This design comes from an exercise in tuning for small area on the open sky130 flow, not from production work.
No functional check of the RTL was part of this run.
Power is estimated from default activity; no workload was simulated.

**flow/design.v**
```verilog
module DotProduct(
   input clk,
   input GlobalReset,
   input [18:0] A_0,
   input [18:0] A_1,
   input [18:0] A_2,
   input [18:0] A_3,
   input [18:0] A_4,
   input [18:0] A_5,
   input [18:0] A_6,
   input [18:0] A_7,
   input [18:0] A_8,
   input [18:0] A_9,
   input [9:0] B_0,
   input [9:0] B_1,
   input [9:0] B_2,
   input [9:0] B_3,
   input [9:0] B_4,
   input [9:0] B_5,
   input [9:0] B_6,
   input [9:0] B_7,
   input [9:0] B_8,
   input [9:0] B_9,
   output [25:0] value);
   reg  [4:0] ph;
   always @(posedge clk)
      if (GlobalReset) ph <= 5'd0;
      else             ph <= ph + 5'd1;
   reg  [9:0] selr;
   always @(posedge clk)
      if (GlobalReset) selr <= 10'd1;
      else             selr <= {selr[8:0], ph == 5'd31};
   wire [9:0] sel = selr;
   wire active = |selr;
   wire first  = selr[0];
   wire [18:0] a = ({19{sel[0]}} & A_0) | ({19{sel[1]}} & A_1) | ({19{sel[2]}} & A_2)
                 | ({19{sel[3]}} & A_3) | ({19{sel[4]}} & A_4) | ({19{sel[5]}} & A_5)
                 | ({19{sel[6]}} & A_6) | ({19{sel[7]}} & A_7) | ({19{sel[8]}} & A_8)
                 | ({19{sel[9]}} & A_9);
   wire [9:0]  b = ({10{sel[0]}} & B_0) | ({10{sel[1]}} & B_1) | ({10{sel[2]}} & B_2)
                 | ({10{sel[3]}} & B_3) | ({10{sel[4]}} & B_4) | ({10{sel[5]}} & B_5)
                 | ({10{sel[6]}} & B_6) | ({10{sel[7]}} & B_7) | ({10{sel[8]}} & B_8)
                 | ({10{sel[9]}} & B_9);
   reg  [25:0] acc;
   reg  [5:0] cf;
   reg  [25:0] value_r;
   assign value = value_r;
   wire [25:0] accf = first ? 26'd24117248 : acc;
   wire [5:0] cff = cf & {6{~first}};
   wire [19:0] ax = {a[18], a};
   wire [20:0] ax2 = {a[18], a, 1'b0};
   wire [10:0] bx = {b, 1'b0};
   wire one0 = bx[1] ^ bx[0];
   wire two0 = (bx[2] & ~bx[1] & ~bx[0]) | (~bx[2] & bx[1] & bx[0]);
   wire neg0 = bx[2];
   wire [19:0] x0 = ({20{one0}} & ax | {20{two0}} & ax2[19:0]) ^ {20{neg0}};
   wire ns0 = active & ~x0[19];
   wire one1 = bx[3] ^ bx[2];
   wire two1 = (bx[4] & ~bx[3] & ~bx[2]) | (~bx[4] & bx[3] & bx[2]);
   wire neg1 = bx[4];
   wire [19:0] x1 = ({20{one1}} & ax | {20{two1}} & ax2[19:0]) ^ {20{neg1}};
   wire ns1 = active & ~x1[19];
   wire one2 = bx[5] ^ bx[4];
   wire two2 = (bx[6] & ~bx[5] & ~bx[4]) | (~bx[6] & bx[5] & bx[4]);
   wire neg2 = bx[6];
   wire [19:0] x2 = ({20{one2}} & ax | {20{two2}} & ax2[19:0]) ^ {20{neg2}};
   wire ns2 = active & ~x2[19];
   wire one3 = bx[7] ^ bx[6];
   wire two3 = (bx[8] & ~bx[7] & ~bx[6]) | (~bx[8] & bx[7] & bx[6]);
   wire neg3 = bx[8];
   wire [19:0] x3 = ({20{one3}} & ax | {20{two3}} & ax2[19:0]) ^ {20{neg3}};
   wire ns3 = active & ~x3[19];
   wire one4 = bx[9] ^ bx[8];
   wire two4 = (bx[10] & ~bx[9] & ~bx[8]) | (~bx[10] & bx[9] & bx[8]);
   wire neg4 = bx[10];
   wire [19:0] x4 = ({20{one4}} & ax | {20{two4}} & ax2[19:0]) ^ {20{neg4}};
   wire ns4 = active & ~x4[19];
  wire fs_0_0, fc_0_0;
  assign fs_0_0 = accf[0] ^ neg0 ^ x0[0];
  assign fc_0_0 = (accf[0] & neg0) | (accf[0] & x0[0]) | (neg0 & x0[0]);
  wire fs_1_1, fc_1_1;
  assign fs_1_1 = accf[1] ^ x0[1] ^ fc_0_0;
  assign fc_1_1 = (accf[1] & x0[1]) | (accf[1] & fc_0_0) | (x0[1] & fc_0_0);
  wire fs_2_2, fc_2_2;
  assign fs_2_2 = accf[2] ^ neg1 ^ x0[2];
  assign fc_2_2 = (accf[2] & neg1) | (accf[2] & x0[2]) | (neg1 & x0[2]);
  wire fs_2_3, fc_2_3;
  assign fs_2_3 = x1[0] ^ fs_2_2 ^ fc_1_1;
  assign fc_2_3 = (x1[0] & fs_2_2) | (x1[0] & fc_1_1) | (fs_2_2 & fc_1_1);
  wire fs_3_4, fc_3_4;
  assign fs_3_4 = accf[3] ^ x0[3] ^ x1[1];
  assign fc_3_4 = (accf[3] & x0[3]) | (accf[3] & x1[1]) | (x0[3] & x1[1]);
  wire fs_3_5, fc_3_5;
  assign fs_3_5 = fc_2_2 ^ fs_3_4 ^ fc_2_3;
  assign fc_3_5 = (fc_2_2 & fs_3_4) | (fc_2_2 & fc_2_3) | (fs_3_4 & fc_2_3);
  wire fs_4_6, fc_4_6;
  assign fs_4_6 = accf[4] ^ neg2 ^ x0[4];
  assign fc_4_6 = (accf[4] & neg2) | (accf[4] & x0[4]) | (neg2 & x0[4]);
  wire fs_4_7, fc_4_7;
  assign fs_4_7 = x1[2] ^ x2[0] ^ fc_3_4;
  assign fc_4_7 = (x1[2] & x2[0]) | (x1[2] & fc_3_4) | (x2[0] & fc_3_4);
  wire fs_4_8, fc_4_8;
  assign fs_4_8 = fs_4_6 ^ fs_4_7 ^ fc_3_5;
  assign fc_4_8 = (fs_4_6 & fs_4_7) | (fs_4_6 & fc_3_5) | (fs_4_7 & fc_3_5);
  wire fs_5_9, fc_5_9;
  assign fs_5_9 = accf[5] ^ x0[5] ^ x1[3];
  assign fc_5_9 = (accf[5] & x0[5]) | (accf[5] & x1[3]) | (x0[5] & x1[3]);
  wire fs_5_10, fc_5_10;
  assign fs_5_10 = x2[1] ^ fc_4_6 ^ fs_5_9;
  assign fc_5_10 = (x2[1] & fc_4_6) | (x2[1] & fs_5_9) | (fc_4_6 & fs_5_9);
  wire fs_5_11, fc_5_11;
  assign fs_5_11 = fc_4_7 ^ fs_5_10 ^ fc_4_8;
  assign fc_5_11 = (fc_4_7 & fs_5_10) | (fc_4_7 & fc_4_8) | (fs_5_10 & fc_4_8);
  wire fs_6_12, fc_6_12;
  assign fs_6_12 = accf[6] ^ neg3 ^ x0[6];
  assign fc_6_12 = (accf[6] & neg3) | (accf[6] & x0[6]) | (neg3 & x0[6]);
  wire fs_6_13, fc_6_13;
  assign fs_6_13 = x1[4] ^ x2[2] ^ x3[0];
  assign fc_6_13 = (x1[4] & x2[2]) | (x1[4] & x3[0]) | (x2[2] & x3[0]);
  wire fs_6_14, fc_6_14;
  assign fs_6_14 = fc_5_9 ^ fs_6_12 ^ fs_6_13;
  assign fc_6_14 = (fc_5_9 & fs_6_12) | (fc_5_9 & fs_6_13) | (fs_6_12 & fs_6_13);
  wire fs_6_15, fc_6_15;
  assign fs_6_15 = fc_5_10 ^ fs_6_14 ^ fc_5_11;
  assign fc_6_15 = (fc_5_10 & fs_6_14) | (fc_5_10 & fc_5_11) | (fs_6_14 & fc_5_11);
  wire fs_7_16, fc_7_16;
  assign fs_7_16 = accf[7] ^ cff[0] ^ x0[7];
  assign fc_7_16 = (accf[7] & cff[0]) | (accf[7] & x0[7]) | (cff[0] & x0[7]);
  wire fs_7_17, fc_7_17;
  assign fs_7_17 = x1[5] ^ x2[3] ^ x3[1];
  assign fc_7_17 = (x1[5] & x2[3]) | (x1[5] & x3[1]) | (x2[3] & x3[1]);
  wire fs_7_18, fc_7_18;
  assign fs_7_18 = fc_6_12 ^ fc_6_13 ^ fs_7_16;
  assign fc_7_18 = (fc_6_12 & fc_6_13) | (fc_6_12 & fs_7_16) | (fc_6_13 & fs_7_16);
  wire fs_7_19, fc_7_19;
  assign fs_7_19 = fs_7_17 ^ fc_6_14 ^ fs_7_18;
  assign fc_7_19 = (fs_7_17 & fc_6_14) | (fs_7_17 & fs_7_18) | (fc_6_14 & fs_7_18);
  wire fs_8_20, fc_8_20;
  assign fs_8_20 = accf[8] ^ neg4 ^ x0[8];
  assign fc_8_20 = (accf[8] & neg4) | (accf[8] & x0[8]) | (neg4 & x0[8]);
  wire fs_8_21, fc_8_21;
  assign fs_8_21 = x1[6] ^ x2[4] ^ x3[2];
  assign fc_8_21 = (x1[6] & x2[4]) | (x1[6] & x3[2]) | (x2[4] & x3[2]);
  wire fs_8_22, fc_8_22;
  assign fs_8_22 = x4[0] ^ fc_7_16 ^ fc_7_17;
  assign fc_8_22 = (x4[0] & fc_7_16) | (x4[0] & fc_7_17) | (fc_7_16 & fc_7_17);
  wire fs_8_23, fc_8_23;
  assign fs_8_23 = fs_8_20 ^ fs_8_21 ^ fc_7_18;
  assign fc_8_23 = (fs_8_20 & fs_8_21) | (fs_8_20 & fc_7_18) | (fs_8_21 & fc_7_18);
  wire fs_8_24, fc_8_24;
  assign fs_8_24 = fs_8_22 ^ fc_7_19 ^ fs_8_23;
  assign fc_8_24 = (fs_8_22 & fc_7_19) | (fs_8_22 & fs_8_23) | (fc_7_19 & fs_8_23);
  wire fs_9_25, fc_9_25;
  assign fs_9_25 = accf[9] ^ x0[9] ^ x1[7];
  assign fc_9_25 = (accf[9] & x0[9]) | (accf[9] & x1[7]) | (x0[9] & x1[7]);
  wire fs_9_26, fc_9_26;
  assign fs_9_26 = x2[5] ^ x3[3] ^ x4[1];
  assign fc_9_26 = (x2[5] & x3[3]) | (x2[5] & x4[1]) | (x3[3] & x4[1]);
  wire fs_9_27, fc_9_27;
  assign fs_9_27 = fc_8_20 ^ fc_8_21 ^ fs_9_25;
  assign fc_9_27 = (fc_8_20 & fc_8_21) | (fc_8_20 & fs_9_25) | (fc_8_21 & fs_9_25);
  wire fs_9_28, fc_9_28;
  assign fs_9_28 = fs_9_26 ^ fc_8_22 ^ fs_9_27;
  assign fc_9_28 = (fs_9_26 & fc_8_22) | (fs_9_26 & fs_9_27) | (fc_8_22 & fs_9_27);
  wire fs_9_29, fc_9_29;
  assign fs_9_29 = fc_8_23 ^ fs_9_28 ^ fc_8_24;
  assign fc_9_29 = (fc_8_23 & fs_9_28) | (fc_8_23 & fc_8_24) | (fs_9_28 & fc_8_24);
  wire fs_10_30, fc_10_30;
  assign fs_10_30 = accf[10] ^ x0[10] ^ x1[8];
  assign fc_10_30 = (accf[10] & x0[10]) | (accf[10] & x1[8]) | (x0[10] & x1[8]);
  wire fs_10_31, fc_10_31;
  assign fs_10_31 = x2[6] ^ x3[4] ^ x4[2];
  assign fc_10_31 = (x2[6] & x3[4]) | (x2[6] & x4[2]) | (x3[4] & x4[2]);
  wire fs_10_32, fc_10_32;
  assign fs_10_32 = fc_9_25 ^ fc_9_26 ^ fs_10_30;
  assign fc_10_32 = (fc_9_25 & fc_9_26) | (fc_9_25 & fs_10_30) | (fc_9_26 & fs_10_30);
  wire fs_10_33, fc_10_33;
  assign fs_10_33 = fs_10_31 ^ fc_9_27 ^ fs_10_32;
  assign fc_10_33 = (fs_10_31 & fc_9_27) | (fs_10_31 & fs_10_32) | (fc_9_27 & fs_10_32);
  wire fs_10_34, fc_10_34;
  assign fs_10_34 = fc_9_28 ^ fs_10_33 ^ fc_9_29;
  assign fc_10_34 = (fc_9_28 & fs_10_33) | (fc_9_28 & fc_9_29) | (fs_10_33 & fc_9_29);
  wire fs_11_35, fc_11_35;
  assign fs_11_35 = accf[11] ^ cff[1] ^ x0[11];
  assign fc_11_35 = (accf[11] & cff[1]) | (accf[11] & x0[11]) | (cff[1] & x0[11]);
  wire fs_11_36, fc_11_36;
  assign fs_11_36 = x1[9] ^ x2[7] ^ x3[5];
  assign fc_11_36 = (x1[9] & x2[7]) | (x1[9] & x3[5]) | (x2[7] & x3[5]);
  wire fs_11_37, fc_11_37;
  assign fs_11_37 = x4[3] ^ fc_10_30 ^ fc_10_31;
  assign fc_11_37 = (x4[3] & fc_10_30) | (x4[3] & fc_10_31) | (fc_10_30 & fc_10_31);
  wire fs_11_38, fc_11_38;
  assign fs_11_38 = fs_11_35 ^ fs_11_36 ^ fc_10_32;
  assign fc_11_38 = (fs_11_35 & fs_11_36) | (fs_11_35 & fc_10_32) | (fs_11_36 & fc_10_32);
  wire fs_11_39, fc_11_39;
  assign fs_11_39 = fs_11_37 ^ fc_10_33 ^ fs_11_38;
  assign fc_11_39 = (fs_11_37 & fc_10_33) | (fs_11_37 & fs_11_38) | (fc_10_33 & fs_11_38);
  wire fs_12_40, fc_12_40;
  assign fs_12_40 = accf[12] ^ x0[12] ^ x1[10];
  assign fc_12_40 = (accf[12] & x0[12]) | (accf[12] & x1[10]) | (x0[12] & x1[10]);
  wire fs_12_41, fc_12_41;
  assign fs_12_41 = x2[8] ^ x3[6] ^ x4[4];
  assign fc_12_41 = (x2[8] & x3[6]) | (x2[8] & x4[4]) | (x3[6] & x4[4]);
  wire fs_12_42, fc_12_42;
  assign fs_12_42 = fc_11_35 ^ fc_11_36 ^ fs_12_40;
  assign fc_12_42 = (fc_11_35 & fc_11_36) | (fc_11_35 & fs_12_40) | (fc_11_36 & fs_12_40);
  wire fs_12_43, fc_12_43;
  assign fs_12_43 = fs_12_41 ^ fc_11_37 ^ fs_12_42;
  assign fc_12_43 = (fs_12_41 & fc_11_37) | (fs_12_41 & fs_12_42) | (fc_11_37 & fs_12_42);
  wire fs_12_44, fc_12_44;
  assign fs_12_44 = fc_11_38 ^ fs_12_43 ^ fc_11_39;
  assign fc_12_44 = (fc_11_38 & fs_12_43) | (fc_11_38 & fc_11_39) | (fs_12_43 & fc_11_39);
  wire fs_13_45, fc_13_45;
  assign fs_13_45 = accf[13] ^ x0[13] ^ x1[11];
  assign fc_13_45 = (accf[13] & x0[13]) | (accf[13] & x1[11]) | (x0[13] & x1[11]);
  wire fs_13_46, fc_13_46;
  assign fs_13_46 = x2[9] ^ x3[7] ^ x4[5];
  assign fc_13_46 = (x2[9] & x3[7]) | (x2[9] & x4[5]) | (x3[7] & x4[5]);
  wire fs_13_47, fc_13_47;
  assign fs_13_47 = fc_12_40 ^ fc_12_41 ^ fs_13_45;
  assign fc_13_47 = (fc_12_40 & fc_12_41) | (fc_12_40 & fs_13_45) | (fc_12_41 & fs_13_45);
  wire fs_13_48, fc_13_48;
  assign fs_13_48 = fs_13_46 ^ fc_12_42 ^ fs_13_47;
  assign fc_13_48 = (fs_13_46 & fc_12_42) | (fs_13_46 & fs_13_47) | (fc_12_42 & fs_13_47);
  wire fs_13_49, fc_13_49;
  assign fs_13_49 = fc_12_43 ^ fs_13_48 ^ fc_12_44;
  assign fc_13_49 = (fc_12_43 & fs_13_48) | (fc_12_43 & fc_12_44) | (fs_13_48 & fc_12_44);
  wire fs_14_50, fc_14_50;
  assign fs_14_50 = accf[14] ^ cff[2] ^ x0[14];
  assign fc_14_50 = (accf[14] & cff[2]) | (accf[14] & x0[14]) | (cff[2] & x0[14]);
  wire fs_14_51, fc_14_51;
  assign fs_14_51 = x1[12] ^ x2[10] ^ x3[8];
  assign fc_14_51 = (x1[12] & x2[10]) | (x1[12] & x3[8]) | (x2[10] & x3[8]);
  wire fs_14_52, fc_14_52;
  assign fs_14_52 = x4[6] ^ fc_13_45 ^ fc_13_46;
  assign fc_14_52 = (x4[6] & fc_13_45) | (x4[6] & fc_13_46) | (fc_13_45 & fc_13_46);
  wire fs_14_53, fc_14_53;
  assign fs_14_53 = fs_14_50 ^ fs_14_51 ^ fc_13_47;
  assign fc_14_53 = (fs_14_50 & fs_14_51) | (fs_14_50 & fc_13_47) | (fs_14_51 & fc_13_47);
  wire fs_14_54, fc_14_54;
  assign fs_14_54 = fs_14_52 ^ fc_13_48 ^ fs_14_53;
  assign fc_14_54 = (fs_14_52 & fc_13_48) | (fs_14_52 & fs_14_53) | (fc_13_48 & fs_14_53);
  wire fs_15_55, fc_15_55;
  assign fs_15_55 = accf[15] ^ x0[15] ^ x1[13];
  assign fc_15_55 = (accf[15] & x0[15]) | (accf[15] & x1[13]) | (x0[15] & x1[13]);
  wire fs_15_56, fc_15_56;
  assign fs_15_56 = x2[11] ^ x3[9] ^ x4[7];
  assign fc_15_56 = (x2[11] & x3[9]) | (x2[11] & x4[7]) | (x3[9] & x4[7]);
  wire fs_15_57, fc_15_57;
  assign fs_15_57 = fc_14_50 ^ fc_14_51 ^ fs_15_55;
  assign fc_15_57 = (fc_14_50 & fc_14_51) | (fc_14_50 & fs_15_55) | (fc_14_51 & fs_15_55);
  wire fs_15_58, fc_15_58;
  assign fs_15_58 = fs_15_56 ^ fc_14_52 ^ fs_15_57;
  assign fc_15_58 = (fs_15_56 & fc_14_52) | (fs_15_56 & fs_15_57) | (fc_14_52 & fs_15_57);
  wire fs_15_59, fc_15_59;
  assign fs_15_59 = fc_14_53 ^ fs_15_58 ^ fc_14_54;
  assign fc_15_59 = (fc_14_53 & fs_15_58) | (fc_14_53 & fc_14_54) | (fs_15_58 & fc_14_54);
  wire fs_16_60, fc_16_60;
  assign fs_16_60 = accf[16] ^ x0[16] ^ x1[14];
  assign fc_16_60 = (accf[16] & x0[16]) | (accf[16] & x1[14]) | (x0[16] & x1[14]);
  wire fs_16_61, fc_16_61;
  assign fs_16_61 = x2[12] ^ x3[10] ^ x4[8];
  assign fc_16_61 = (x2[12] & x3[10]) | (x2[12] & x4[8]) | (x3[10] & x4[8]);
  wire fs_16_62, fc_16_62;
  assign fs_16_62 = fc_15_55 ^ fc_15_56 ^ fs_16_60;
  assign fc_16_62 = (fc_15_55 & fc_15_56) | (fc_15_55 & fs_16_60) | (fc_15_56 & fs_16_60);
  wire fs_16_63, fc_16_63;
  assign fs_16_63 = fs_16_61 ^ fc_15_57 ^ fs_16_62;
  assign fc_16_63 = (fs_16_61 & fc_15_57) | (fs_16_61 & fs_16_62) | (fc_15_57 & fs_16_62);
  wire fs_16_64, fc_16_64;
  assign fs_16_64 = fc_15_58 ^ fs_16_63 ^ fc_15_59;
  assign fc_16_64 = (fc_15_58 & fs_16_63) | (fc_15_58 & fc_15_59) | (fs_16_63 & fc_15_59);
  wire fs_17_65, fc_17_65;
  assign fs_17_65 = accf[17] ^ cff[3] ^ x0[17];
  assign fc_17_65 = (accf[17] & cff[3]) | (accf[17] & x0[17]) | (cff[3] & x0[17]);
  wire fs_17_66, fc_17_66;
  assign fs_17_66 = x1[15] ^ x2[13] ^ x3[11];
  assign fc_17_66 = (x1[15] & x2[13]) | (x1[15] & x3[11]) | (x2[13] & x3[11]);
  wire fs_17_67, fc_17_67;
  assign fs_17_67 = x4[9] ^ fc_16_60 ^ fc_16_61;
  assign fc_17_67 = (x4[9] & fc_16_60) | (x4[9] & fc_16_61) | (fc_16_60 & fc_16_61);
  wire fs_17_68, fc_17_68;
  assign fs_17_68 = fs_17_65 ^ fs_17_66 ^ fc_16_62;
  assign fc_17_68 = (fs_17_65 & fs_17_66) | (fs_17_65 & fc_16_62) | (fs_17_66 & fc_16_62);
  wire fs_17_69, fc_17_69;
  assign fs_17_69 = fs_17_67 ^ fc_16_63 ^ fs_17_68;
  assign fc_17_69 = (fs_17_67 & fc_16_63) | (fs_17_67 & fs_17_68) | (fc_16_63 & fs_17_68);
  wire fs_18_70, fc_18_70;
  assign fs_18_70 = accf[18] ^ x0[18] ^ x1[16];
  assign fc_18_70 = (accf[18] & x0[18]) | (accf[18] & x1[16]) | (x0[18] & x1[16]);
  wire fs_18_71, fc_18_71;
  assign fs_18_71 = x2[14] ^ x3[12] ^ x4[10];
  assign fc_18_71 = (x2[14] & x3[12]) | (x2[14] & x4[10]) | (x3[12] & x4[10]);
  wire fs_18_72, fc_18_72;
  assign fs_18_72 = fc_17_65 ^ fc_17_66 ^ fs_18_70;
  assign fc_18_72 = (fc_17_65 & fc_17_66) | (fc_17_65 & fs_18_70) | (fc_17_66 & fs_18_70);
  wire fs_18_73, fc_18_73;
  assign fs_18_73 = fs_18_71 ^ fc_17_67 ^ fs_18_72;
  assign fc_18_73 = (fs_18_71 & fc_17_67) | (fs_18_71 & fs_18_72) | (fc_17_67 & fs_18_72);
  wire fs_18_74, fc_18_74;
  assign fs_18_74 = fc_17_68 ^ fs_18_73 ^ fc_17_69;
  assign fc_18_74 = (fc_17_68 & fs_18_73) | (fc_17_68 & fc_17_69) | (fs_18_73 & fc_17_69);
  wire fs_19_75, fc_19_75;
  assign fs_19_75 = accf[19] ^ ns0 ^ x1[17];
  assign fc_19_75 = (accf[19] & ns0) | (accf[19] & x1[17]) | (ns0 & x1[17]);
  wire fs_19_76, fc_19_76;
  assign fs_19_76 = x2[15] ^ x3[13] ^ x4[11];
  assign fc_19_76 = (x2[15] & x3[13]) | (x2[15] & x4[11]) | (x3[13] & x4[11]);
  wire fs_19_77, fc_19_77;
  assign fs_19_77 = fc_18_70 ^ fc_18_71 ^ fs_19_75;
  assign fc_19_77 = (fc_18_70 & fc_18_71) | (fc_18_70 & fs_19_75) | (fc_18_71 & fs_19_75);
  wire fs_19_78, fc_19_78;
  assign fs_19_78 = fs_19_76 ^ fc_18_72 ^ fs_19_77;
  assign fc_19_78 = (fs_19_76 & fc_18_72) | (fs_19_76 & fs_19_77) | (fc_18_72 & fs_19_77);
  wire fs_19_79, fc_19_79;
  assign fs_19_79 = fc_18_73 ^ fs_19_78 ^ fc_18_74;
  assign fc_19_79 = (fc_18_73 & fs_19_78) | (fc_18_73 & fc_18_74) | (fs_19_78 & fc_18_74);
  wire fs_20_80, fc_20_80;
  assign fs_20_80 = accf[20] ^ cff[4] ^ x1[18];
  assign fc_20_80 = (accf[20] & cff[4]) | (accf[20] & x1[18]) | (cff[4] & x1[18]);
  wire fs_20_81, fc_20_81;
  assign fs_20_81 = x2[16] ^ x3[14] ^ x4[12];
  assign fc_20_81 = (x2[16] & x3[14]) | (x2[16] & x4[12]) | (x3[14] & x4[12]);
  wire fs_20_82, fc_20_82;
  assign fs_20_82 = fc_19_75 ^ fc_19_76 ^ fs_20_80;
  assign fc_20_82 = (fc_19_75 & fc_19_76) | (fc_19_75 & fs_20_80) | (fc_19_76 & fs_20_80);
  wire fs_20_83, fc_20_83;
  assign fs_20_83 = fs_20_81 ^ fc_19_77 ^ fs_20_82;
  assign fc_20_83 = (fs_20_81 & fc_19_77) | (fs_20_81 & fs_20_82) | (fc_19_77 & fs_20_82);
  wire hs_20_0, hc_20_0;
  assign hs_20_0 = fc_19_78 ^ fs_20_83;
  assign hc_20_0 = fc_19_78 & fs_20_83;
  wire fs_21_84, fc_21_84;
  assign fs_21_84 = accf[21] ^ ns1 ^ x2[17];
  assign fc_21_84 = (accf[21] & ns1) | (accf[21] & x2[17]) | (ns1 & x2[17]);
  wire fs_21_85, fc_21_85;
  assign fs_21_85 = x3[15] ^ x4[13] ^ fc_20_80;
  assign fc_21_85 = (x3[15] & x4[13]) | (x3[15] & fc_20_80) | (x4[13] & fc_20_80);
  wire fs_21_86, fc_21_86;
  assign fs_21_86 = fc_20_81 ^ fs_21_84 ^ fc_20_82;
  assign fc_21_86 = (fc_20_81 & fs_21_84) | (fc_20_81 & fc_20_82) | (fs_21_84 & fc_20_82);
  wire fs_21_87, fc_21_87;
  assign fs_21_87 = fs_21_85 ^ fc_20_83 ^ fs_21_86;
  assign fc_21_87 = (fs_21_85 & fc_20_83) | (fs_21_85 & fs_21_86) | (fc_20_83 & fs_21_86);
  wire hs_21_1, hc_21_1;
  assign hs_21_1 = hc_20_0 ^ fs_21_87;
  assign hc_21_1 = hc_20_0 & fs_21_87;
  wire fs_22_88, fc_22_88;
  assign fs_22_88 = accf[22] ^ x2[18] ^ x3[16];
  assign fc_22_88 = (accf[22] & x2[18]) | (accf[22] & x3[16]) | (x2[18] & x3[16]);
  wire fs_22_89, fc_22_89;
  assign fs_22_89 = x4[14] ^ fc_21_84 ^ fs_22_88;
  assign fc_22_89 = (x4[14] & fc_21_84) | (x4[14] & fs_22_88) | (fc_21_84 & fs_22_88);
  wire fs_22_90, fc_22_90;
  assign fs_22_90 = fc_21_85 ^ fs_22_89 ^ fc_21_86;
  assign fc_22_90 = (fc_21_85 & fs_22_89) | (fc_21_85 & fc_21_86) | (fs_22_89 & fc_21_86);
  wire fs_22_91, fc_22_91;
  assign fs_22_91 = fc_21_87 ^ fs_22_90 ^ hc_21_1;
  assign fc_22_91 = (fc_21_87 & fs_22_90) | (fc_21_87 & hc_21_1) | (fs_22_90 & hc_21_1);
  wire fs_23_92, fc_23_92;
  assign fs_23_92 = accf[23] ^ cff[5] ^ ns2;
  assign fc_23_92 = (accf[23] & cff[5]) | (accf[23] & ns2) | (cff[5] & ns2);
  wire fs_23_93, fc_23_93;
  assign fs_23_93 = x3[17] ^ x4[15] ^ fc_22_88;
  assign fc_23_93 = (x3[17] & x4[15]) | (x3[17] & fc_22_88) | (x4[15] & fc_22_88);
  wire fs_23_94, fc_23_94;
  assign fs_23_94 = fs_23_92 ^ fc_22_89 ^ fs_23_93;
  assign fc_23_94 = (fs_23_92 & fc_22_89) | (fs_23_92 & fs_23_93) | (fc_22_89 & fs_23_93);
  wire hs_23_2, hc_23_2;
  assign hs_23_2 = fs_23_94 ^ fc_22_90;
  assign hc_23_2 = fs_23_94 & fc_22_90;
  wire fs_24_95, fc_24_95;
  assign fs_24_95 = accf[24] ^ x3[18] ^ x4[16];
  assign fc_24_95 = (accf[24] & x3[18]) | (accf[24] & x4[16]) | (x3[18] & x4[16]);
  wire fs_24_96, fc_24_96;
  assign fs_24_96 = fc_23_92 ^ fs_24_95 ^ fc_23_93;
  assign fc_24_96 = (fc_23_92 & fs_24_95) | (fc_23_92 & fc_23_93) | (fs_24_95 & fc_23_93);
  wire fs_24_97, fc_24_97;
  assign fs_24_97 = fc_23_94 ^ fs_24_96 ^ hc_23_2;
  assign fc_24_97 = (fc_23_94 & fs_24_96) | (fc_23_94 & hc_23_2) | (fs_24_96 & hc_23_2);
  wire xs_25_3;
  assign xs_25_3 = accf[25] ^ ns3;
  wire xs_25_4;
  assign xs_25_4 = x4[17] ^ xs_25_3;
  wire xs_25_5;
  assign xs_25_5 = xs_25_4 ^ fc_24_95;
  wire xs_25_6;
  assign xs_25_6 = xs_25_5 ^ fc_24_96;
  wire xs_25_7;
  assign xs_25_7 = xs_25_6 ^ fc_24_97;
   wire [25:0] sum = {xs_25_7, fs_24_97, hs_23_2, fs_22_91, hs_21_1, hs_20_0, fs_19_79, fs_18_74, fs_17_69, fs_16_64, fs_15_59, fs_14_54, fs_13_49, fs_12_44, fs_11_39, fs_10_34, fs_9_29, fs_8_24, fs_7_19, fs_6_15, fs_5_11, fs_4_8, fs_3_5, fs_2_3, fs_1_1, fs_0_0};
   wire [5:0] cnext = {fc_22_91, fc_19_79, fc_16_64, fc_13_49, fc_10_34, fc_6_15};
   always @(posedge clk) begin
      acc <= sum;
      cf <= cnext;
      if (ph == 5'd29) value_r <= acc;
   end
endmodule
```
**flow/flow/run.sh**
```bash
#!/bin/bash
# Standard ORFS flow (the standard.sh) with two changes:
#  - synthesis maps logic with ABC's area mapper (flow/abc.script) instead of
#    ORFS's delay-oriented script; everything else in synthesis is unchanged
#    (synth_recipe.tcl and ORFS's synth.tcl, with only the abc call edited);
#  - the port buffers are made from the smallest buffer cell.
# ORFS writes each step's own log under orfs/logs/; make's output goes to
# make_finish.log.
set -euo pipefail
HERE=$PWD
sed "s#^  log_cmd abc {\*}\$abc_args\$#  log_cmd abc {*}[lreplace \$abc_args 1 1 $HERE/flow/abc.script]#" \
  "$FLOW_HOME/scripts/synth.tcl" > synth_custom.tcl
grep -q "flow/abc.script" synth_custom.tcl
sed "s#\$::env(SCRIPTS_DIR)/synth.tcl#$HERE/synth_custom.tcl#" synth_recipe.tcl > synth_recipe_custom.tcl
grep -q "synth_custom.tcl" synth_recipe_custom.tcl
bash standard.sh SYNTH_SCRIPT=$HERE/synth_recipe_custom.tcl \
  BUFFER_PORTS_ARGS="-buffer_cell sky130_fd_sc_hd__buf_1" ${FLOW_EXTRA:-} finish > make_finish.log 2>&1
```
**flow/flow/abc.script**
```
strash; &get -n; &st; &dch; &nf -R 1000; &put; topo; stime -c
```
**flow/standard.sh**
```bash
#!/bin/bash
# synth_recipe.tcl (not shown) runs the flow's synth.tcl, then flattens the netlist and writes it again
# the make line also repeats each setting of config.mk as NAME=value (left out here)
make -C /OpenROAD-flow-scripts/flow DESIGN_CONFIG=/design/flow/config.mk WORK_HOME=/design/flow/orfs CLKGATE_MAP_FILE= SYNTH_SCRIPT=/design/flow/synth_recipe.tcl "${@:-finish}"
```
**flow/config.mk**
```make
export PLATFORM = sky130hd
export DESIGN_NAME = DotProduct
export DESIGN_NICKNAME = DotProduct
export VERILOG_FILES = /design/flow/design.v
export SDC_FILE = /design/flow/constraint.sdc
export NUM_CORES = 4
export LEC_CHECK = 0
export CAP_MARGIN = 20
export CORE_MARGIN = 2
export CORE_UTILIZATION = 40
export CTS_BUF_LIST = sky130_fd_sc_hd__clkbuf_4 sky130_fd_sc_hd__clkbuf_8
export PLACE_DENSITY = 0.6
export SLEW_MARGIN = 20
```
**flow/constraint.sdc**
```tcl
create_clock -name core_clock -period 6.0 [get_ports {clk}]
set_input_delay 1.2000 -clock core_clock [delete_from_list [all_inputs] [get_ports {clk}]]
set_output_delay 1.2000 -clock core_clock [all_outputs]
set_load 0.01 [all_outputs]
```
==> notes.md <==
-- layout by cell type, fill, tap and decap left out, drive strengths merged, types with 20 or more instances in the layout --
cell and n:
nor2 20, o22ai 89, buf 394, a21boi 26, edfxtp 26, fa 97
and3 27, xor2 23, xnor2 82, a222oi 83, dfxtp 47, clkinv 111
nor2b 29
-- cell type report --
type                    count  share of cell area, %
repair buffers            394                   18.5
flip-flops and latches     73                   17.7
clock inverters             5                  0.244
well taps                 229                   2.94
inverters                 107                   4.23
clock buffers              11                   1.43
multi-input cells         533                   55.0
-- repair_timing --
action	in CTS	in global routing
buffers inserted	0	3
endpoints found under the setup margin	0	3
gates resized for setup	0	11
-- path summary, 6_finish.rpt --
path,depth (start not counted),slack [ns],start,end
min,0,0.42,acc[11],value_r[11]
min reg2reg,0,0.42,acc[11],value_r[11]
max,28,0.19,B_4[3],acc[25]
max reg2reg,24,0.55,selr[3],acc[25]
-- state kept, by name, summed over array words and instances, names as in the netlist --
name and cells:
acc 26, selr 10, cf 6, ph 5
value_r 26
-- kinds of logic (layout without fill, tap and decap cells) --
logic type | Yosys count | in the layout | synth area share, %
simple gates | 107 | 107 | 8.00
mux | 1 | 1 | 0.136
compound gates | 217 | 217 | 23.1
xor+xnor | 105 | 105 | 12.5
fa+ha+maj | 103 | 103 | 27.4
buf+inv | 107 | 517 | 5.45
flops | 73 | 73 | 23.4
-- power by group through the flow --
stage               clock network [uW]  logic, uW  registers (uW)
floorplan                            0       2550             806
finish                             341       3390             811
detailed placement                   0       3360             821
global placement                     0       3250             820
CTS                                352       3440             812
global route                       373       4010             824
-- metrics by stage --
step                total power, uW  std cells
floorplan                      3360        713
global placement               4070       1333
detailed placement             4180       1333
CTS                            4610       1349
global route                   5200       1352
finish                         4540       1352
-- layer usage --
| layer | track usage, % | up-vias | routed length (um) |
|---|---|---|---|
| met4 | 11.6 | 0 | 1060 |
| met3 | 14.3 | 61 | 4040 |
| met1 | 37.1 | 3842 | 11400 |
| li1 | - | 3504 | - |
| met5 | 0 | - | 0 |
| met2 | 48.6 | 517 | 13500 |
==> flow_metrics.tcl <==
set metrics [dict create \
    status "timing/DRC/antenna clean" \
    p_leak_uw 0.00332 \
    fmax_mhz 172 \
    core_um2 18000 \
    finalWorstSetupSlack_ns 0.187 \
    dr.pass1.iters 12 \
    hold_path_class "reg -> reg" \
    vdd_drop_max_mv 0.289 \
    fp.dieH_um 140 \
    multi_input_area_um2 5350 \
    cts_buffer_depth 2 \
    num_vias 7924 \
    powerDensity_nw_per_um2 467 \
    required_ns 6.29 \
    seqPwrFrac_pct 17.8 \
    power.internal_uw 2440 \
    hold_viol_final 0 \
    initial_core_util_pct 40.9 \
    ys_types 30 \
    synth-async-reset-ratio_pct 0 \
    hpwlAfterDp_um 24700 \
    worst_path_max_delay_cell "a222oi_1" \
    rsz0062_at_grt "true" \
    ios 318 \
    synth_fp_nets 1108 \
    maxCapViolations 0 \
    cts.sinks 73 \
    path_max_fanout 18 \
    path_class "in -> reg" \
    min_period_over_period_pct 96.9 \
    grt_max_degree 32 \
    cts_tree "yes" \
    rows 49 \
    clk_latency_ns 0.37 \
    antenna_found_initial 0 \
    seqCellArea_um2 1720 \
    drive_above_1_share_pct 10.5 \
    p_switching_uw 2110 \
    grt_overflow 0 \
    wl_per_cell_um 22.2 \
    crit_buf_inv 8 \
    ys_seq_elements 73 \
    routed_wl_um 30000 \
    fillCellCount 1766 \
    synth-edff-count 26 \
    holdWs_ns 0.425 \
    slew_viol_final 0 \
    hold_buffers 0 \
    numPortBuffers 317 \
    area_delta_synth_final_pct 32.2 \
    power_frac_comb_pct 74.6 \
    syn_inst 713 \
    fin_util_pct 54.0 \
    netlist_top_cells_area "fa_1 26%, dfxtp_1 13%, a222oi_1 11%" \
    synth_ff_type "dfxtp_1" \
    stdcell_area_um2 9740 \
    critPathTopFamily "adder cells" \
    setup_viol 0 \
    clock_skew_ns 0.0138 \
    grt_pass1_vias 8093 \
    viasPerCell 5.86 \
    clockPowerShare_pct 7.5 \
    fin_nets 1513 \
    syn_area_um2 7360 \
    grt_first_pass_wirelength_um 45400 \
    numCtsBuffers 9 \
    path_common_cell "xnor2_1" \
    cpPeakStageDelay_ns 0.44 \
    place_congestion 0.939 \
    die_w_um 140 \
    synth_top_area_share_pct 26.4 \
    syn_area_per_cell_um2 10.3 \
    tightest_slew_ns 0.825 \
    ys.warnings.count 1 \
    h-tree-depth 3 \
    diodes 0 \
    synthTopCellsByCount "107 x clkinv_1, 97 x fa_1, 89 x o22ai_1" \
    drtIter0Drc 1215 \
    cp-start-kind "input port" \
    min_period_ns 5.81 \
    ys_seq_area_share_pct 23.4 \
    end_kind "flop" \
    drc 0 \
    cp_data_arrival_time_ns 6.10 \
    ant_nets 0 \
    root_buffer "clkbuf_8" \
    yosys.area.top_type "fa_1" \
    place_area_um2 9490 \
    pre_cts_ws_ns -0.168 \
    synth.most_common_cell "clkinv_1" \
    maxSlewHeadroom_pct 45.0 \
    path_clk_slew_ns 0.07 \
    swShare_pct 46.4 \
    grt_use_total_pct 30.9 \
    tns_ns 0 \
    dieArea_um2 19500 \
]

[static timing again, ports no longer ideal]
The results above use ideal ports. As a check the final layout listed here was re-extracted and re-timed, cells and wires unchanged.
Step 1 (the two cells are an assumption about what drives the block):
set clk [get_ports {clk}]
set_driving_cell -lib_cell sky130_fd_sc_hd__clkbuf_16 $clk
set_driving_cell -lib_cell sky130_fd_sc_hd__buf_2 [delete_from_list [all_inputs] $clk]
Step 2 moves the port delays by t, midway between the first and last clock arrival at a register: inputs arrive t later, outputs are due t later. That takes back most of the time a late clock gives input paths.
Three values: ideal ports, drivers, drivers and shift; two values: the first two.
shift t [ns]: 0.406
setup slack, ns: 0.187 / 0.205 / -0.201
worst setup path at the end: input to register
slew at the worst register clock pin (ns): 0.08 / 0.08
With both steps, setup timing fails in this run, where it was met with ideal ports. The setup slack of this run moves by +0.018 ns with the drivers and by -0.388 ns with both steps.
